What follows belongs to an exercise in optimizing a design on an open flow for a short achievable clock period and few clock cycles; a production flow would make more cautious choices. The RTL was checked by simulation tests, not by an equivalence proof against the original design. Power and IR drop assume default switching activity.

Setup of branch raven:
Design datapath, start of the top module:
module datapath (input clock, reset,
		 output [31:0] imem_addr,
		 input  [31:0] imem_rdata,
		 output        dmem_we,
		 output [31:0] dmem_addr, dmem_wdata,
		 input  [31:0] dmem_rdata);
Size in the first run: about 13000 cells after synthesis, ~2700 flip-flops, ~160 I/O pins, roughly 140000 um^2 of cells after synthesis.
export LEC_CHECK = 0
export CAP_MARGIN = 25
export CORE_MARGIN = 2
export CORE_UTILIZATION = 40
export SETUP_SLACK_MARGIN = 3.2
export SLEW_MARGIN = 20
create_clock -name core_clock -period 5.8 [get_ports {clock}]
standard.sh (not shown) runs the stock make flow with config.mk's settings and CLKGATE_MAP_FILE= SYNTH_SCRIPT=/design/flow/synth_recipe.tcl, a recipe that flattens the netlist after the stock synthesis.
==> flow/flow/run.sh <==
#!/bin/bash
# Layout flow: the standard flow, with synthesis mapping all the logic, adders
# included, through ABC with a delay-oriented script (flow/speed.abc) in place of the
# default one and without the fixed full/half-adder cells, and the ports buffered with
# sky130_fd_sc_hd__buf_8 (the default choice is a slow delay cell). Everything else,
# including the registers that synthesis produces, is the standard flow's.
set -euo pipefail
here=$(pwd)
bash standard.sh SYNTH_SCRIPT=$here/flow/synth.tcl ADDER_MAP_FILE= "BUFFER_PORTS_ARGS=-buffer_cell sky130_fd_sc_hd__buf_8" finish > $here/standard.log 2>&1
==> flow/flow/speed.abc <==
&get -n
&st
&dch
&nf
&put
buffer -c
topo
stime -c
upsize -c
dnsize -c
==> flow/flow/synth.tcl <==
# The standard flow's synthesis script, with the ABC mapping script replaced by flow/speed.abc
set ::speed_abc [file join [file dirname [file normalize [info script]]] speed.abc]
proc abc {args} {
  set i [lsearch $args -script]
  lset args [expr {$i + 1}] $::speed_abc
  yosys abc {*}$args
}
source [file join [file dirname [file dirname [file normalize [info script]]]] synth_recipe.tcl]
branch raven: done, clean on timing, DRC and antenna
Testbench counts of branch raven, summed over its fixed seeds: cycles 54,305.
Input changes introduced in branch xenon (baseline for comparison: branch raven):
==> flow/flow/run.sh <==
#!/bin/bash
# Layout flow: the standard flow, with synthesis mapping the logic through ABC with a
# delay-oriented script (flow/speed.abc) in place of the default one, and the ports
# buffered with sky130_fd_sc_hd__buf_8 (the default choice is a slow delay cell).
# Everything else, including the registers that synthesis produces, is the standard flow's.
set -euo pipefail
here=$(pwd)
bash standard.sh SYNTH_SCRIPT=$here/flow/synth.tcl "BUFFER_PORTS_ARGS=-buffer_cell sky130_fd_sc_hd__buf_8" finish > $here/standard.log 2>&1
## What came out
[diff] cell area after synthesis, branch xenon relative to branch raven: improvement. Diff branch raven -> branch xenon: portion of total power attributed to combinational logic increased 2.8 points; synthesis-to-layout area growth increased 2.9 points; sequential cell power essentially unchanged.

* * *

## the baseline
Another version of the RTL of datapath (not shown whole).
Size: ~13000 cells after synthesis, ~3100 flip-flops, roughly 160000 sq um of cells after synthesis.
Design datapath, start of the top module:
module datapath (input clock, reset,
		 output [31:0] imem_addr,
		 input  [31:0] imem_rdata,
		 output        dmem_we,
		 output [31:0] dmem_addr, dmem_wdata,
		 input  [31:0] dmem_rdata);
reg [31:2] pcw;		 
reg [31:2] pcx;		 
wire [31:0] pc_f = {pcx, 2'b00};
reg        v_d, pred_d, spred_d, lpf_d;
reg [31:0] ins_d, pc4_d, rsv_d, rtv_d;
reg [31:2] pcs_d;
reg [3:0]  pj4_d;
reg [16:0] blo_d;
reg [13:0] pch_d, pchi_d, pchd_d;
reg        he_rs, he_rt, hm_rs, hm_rt;	 
reg        mf_d, ldst_d;
reg [31:0] a_e, b_e, sd_e, alt_e, bt_e;
reg        sld_e, lta_e, ltb_e;
reg        we_e, ld_e, st_e, br_e, brl_e, inv_e, eq_e, crs_e, mul_e, msg_e, kill_e;
reg [4:0]  wr_e;
reg        arith_e, sub_e, xp_e, xg_e, xt_e, xn_e, xb_e, sls_e, slu_e, mhi_e, mlo_e;
reg [31:0] res_m, sd_m;
reg        we_m, ld_m, st_m;
reg [4:0]  wr_m;
reg        bl_m, inv_l, eq_l, crs_l;
reg [31:0] alt_l, bt_l;
reg [31:0] wd_w;
reg        we_w;
reg [4:0]  wr_w;
reg [31:0] ma, hi0, hi1;
reg [32:0] lo;
reg [50:0] mdig;
reg        msg, mv1, mv2;
reg [511:0] mrows8;
reg [127:0] mrows2;
reg [31:0] rf [1:31];
wire stall_d, redirect, redirect_m;
wire [31:0] redirect_pc;
wire [31:0] memval = ld_m ? dmem_rdata : res_m;
wire [31:0] ins_f = imem_rdata;
wire [4:0]  rs_f = ins_f[25:21];
wire [4:0]  rt_f = ins_f[20:16];
wire [31:0] pc4_f = pc_f + 32'd4;
localparam NL = 8;
localparam LTB = 10;
reg [NL-1:0] lv, lconf, lex;	 
reg [LTB-1:0] ltag [0:NL-1];
reg [LTB-1:0] ltagp [0:NL-1];	 
reg [7:0]  lcnt [0:NL-1];
reg [7:0]  ltrip [0:NL-1];
reg        lflip_q;
reg [LTB-1:0] ltg_e, ltg_l;
reg        cinv_e, cinv_l, lpf_e, lpf_l;
reg [NL-1:0] lhit_d, lhit_e, lhit_l;
integer lh;
always @* for (lh = 0; lh < NL; lh = lh + 1) lhit_d[lh] = lv[lh] & (ltag[lh] == pcs_d[LTB+1:2]);
wire [5:0]  op_f = ins_f[31:26];
wire jmp_f = op_f == 6'b000010;
wire beq_f = op_f == 6'b000100;
wire bne_f = op_f == 6'b000101;
wire same_f = rs_f == rt_f;
wire [17:0] blo_x = {1'b0, pc_f[17:2], 1'b1} + {1'b0, ins_f[15:0], 1'b1};
wire [16:0] blo_f = blo_x[17:1];
wire [31:0] btgt_f = {pc_f[31:18], blo_f[15:0], 2'b00};
wire spred_f = (beq_f & (same_f | ins_f[15])) | (bne_f & ~same_f);
wire lpf_f = lflip_q & (beq_f | bne_f);	 
wire pred_f = spred_f ^ lpf_f;
wire [31:0] jtgt_f = {pc4_f[31:28], ins_f[25:0], 2'b00};
localparam NJ = 4;
localparam NJB = 2;
  ...
export LEC_CHECK = 0
export CAP_MARGIN = 25
export CORE_MARGIN = 2
export CORE_UTILIZATION = 40
export SETUP_SLACK_MARGIN = 3.2
export SLEW_MARGIN = 20
create_clock -name core_clock -period 5.8 [get_ports {clock}]
==> flow/flow/run.sh <==
#!/bin/bash
# Layout flow: the standard flow, with synthesis mapping the logic through ABC with a
# delay-oriented script (flow/speed.abc) in place of the default one, and the ports
# buffered with sky130_fd_sc_hd__buf_8 (the default choice is a slow delay cell).
# Everything else, including the registers that synthesis produces, is the standard flow's.
set -euo pipefail
here=$(pwd)
bash standard.sh SYNTH_SCRIPT=$here/flow/synth.tcl "BUFFER_PORTS_ARGS=-buffer_cell sky130_fd_sc_hd__buf_8" finish > $here/standard.log 2>&1
Scripts as last shown in full above: flow/flow/speed.abc, flow/flow/synth.tcl
The baseline went all the way through synthesis, placement and routing and the layout is clean on timing, DRC and antenna.
Testbench counts of the baseline, summed over its fixed seeds: cycles 52,403.
The following lists how the candidate was set up differently from the baseline:
==> flow/flow/run.sh <==
#!/bin/bash
# Layout flow: the standard flow, with synthesis mapping the logic through ABC with a
# delay-oriented script (flow/speed.abc) in place of the default one. Everything else,
# including the registers that synthesis produces, is the standard flow's.
set -euo pipefail
here=$(pwd)
bash standard.sh SYNTH_SCRIPT=$here/flow/synth.tcl finish > $here/standard.log 2>&1
--- outcome ---
- Comparing the baseline with the candidate, the flop-to-flop setup slack came out essentially unchanged.
- | post-route met1 wirelength | the candidate vs the baseline | 2600 um higher |
- From the baseline to the candidate the numbers moved as follows: shortest period the worst path allows stayed essentially flat, leakage power total comparable.

## port drivers added, routing unchanged
No port has a modelled driver above. Below, the same layouts with a new extraction and two added sets of constraints.
Step 1 (the two cells are an assumption about what drives the block):
set clk [get_ports {clock}]
set_driving_cell -lib_cell sky130_fd_sc_hd__clkbuf_16 $clk
set_driving_cell -lib_cell sky130_fd_sc_hd__buf_2 [delete_from_list [all_inputs] $clk]
Step 2 also shifts input and output timing later by t, the mid clock arrival at the registers, as if the neighbouring blocks saw the same clock.
a / b / c = ideal / step 1 / step 2; a / b = the first two.
| run | t, ns | slack for setup (ns) | clock arrival spread, ns | worst slew at a driven data input, ns |
|---|---|---|---|---|
| branch raven | 1.038 | 3.009 / 2.713 / 1.675 | 0.123 / 0.122 | 0.61 |
| branch xenon | 1.022 | 2.896 / 2.896 / 1.895 | 0.128 / 0.128 | 0.41 |
| the baseline | 1.084 | 2.891 / 2.891 / 1.870 | 0.067 / 0.068 | 0.33 |
| the candidate | 1.085 | 2.890 / 2.890 / 1.892 | 0.067 / 0.067 | 0.40 |
After both steps setup and hold are still met in every run listed. For branch raven, which loses most, drivers alone change the setup slack by -0.296 ns; drivers and shift together by -1.334 ns.
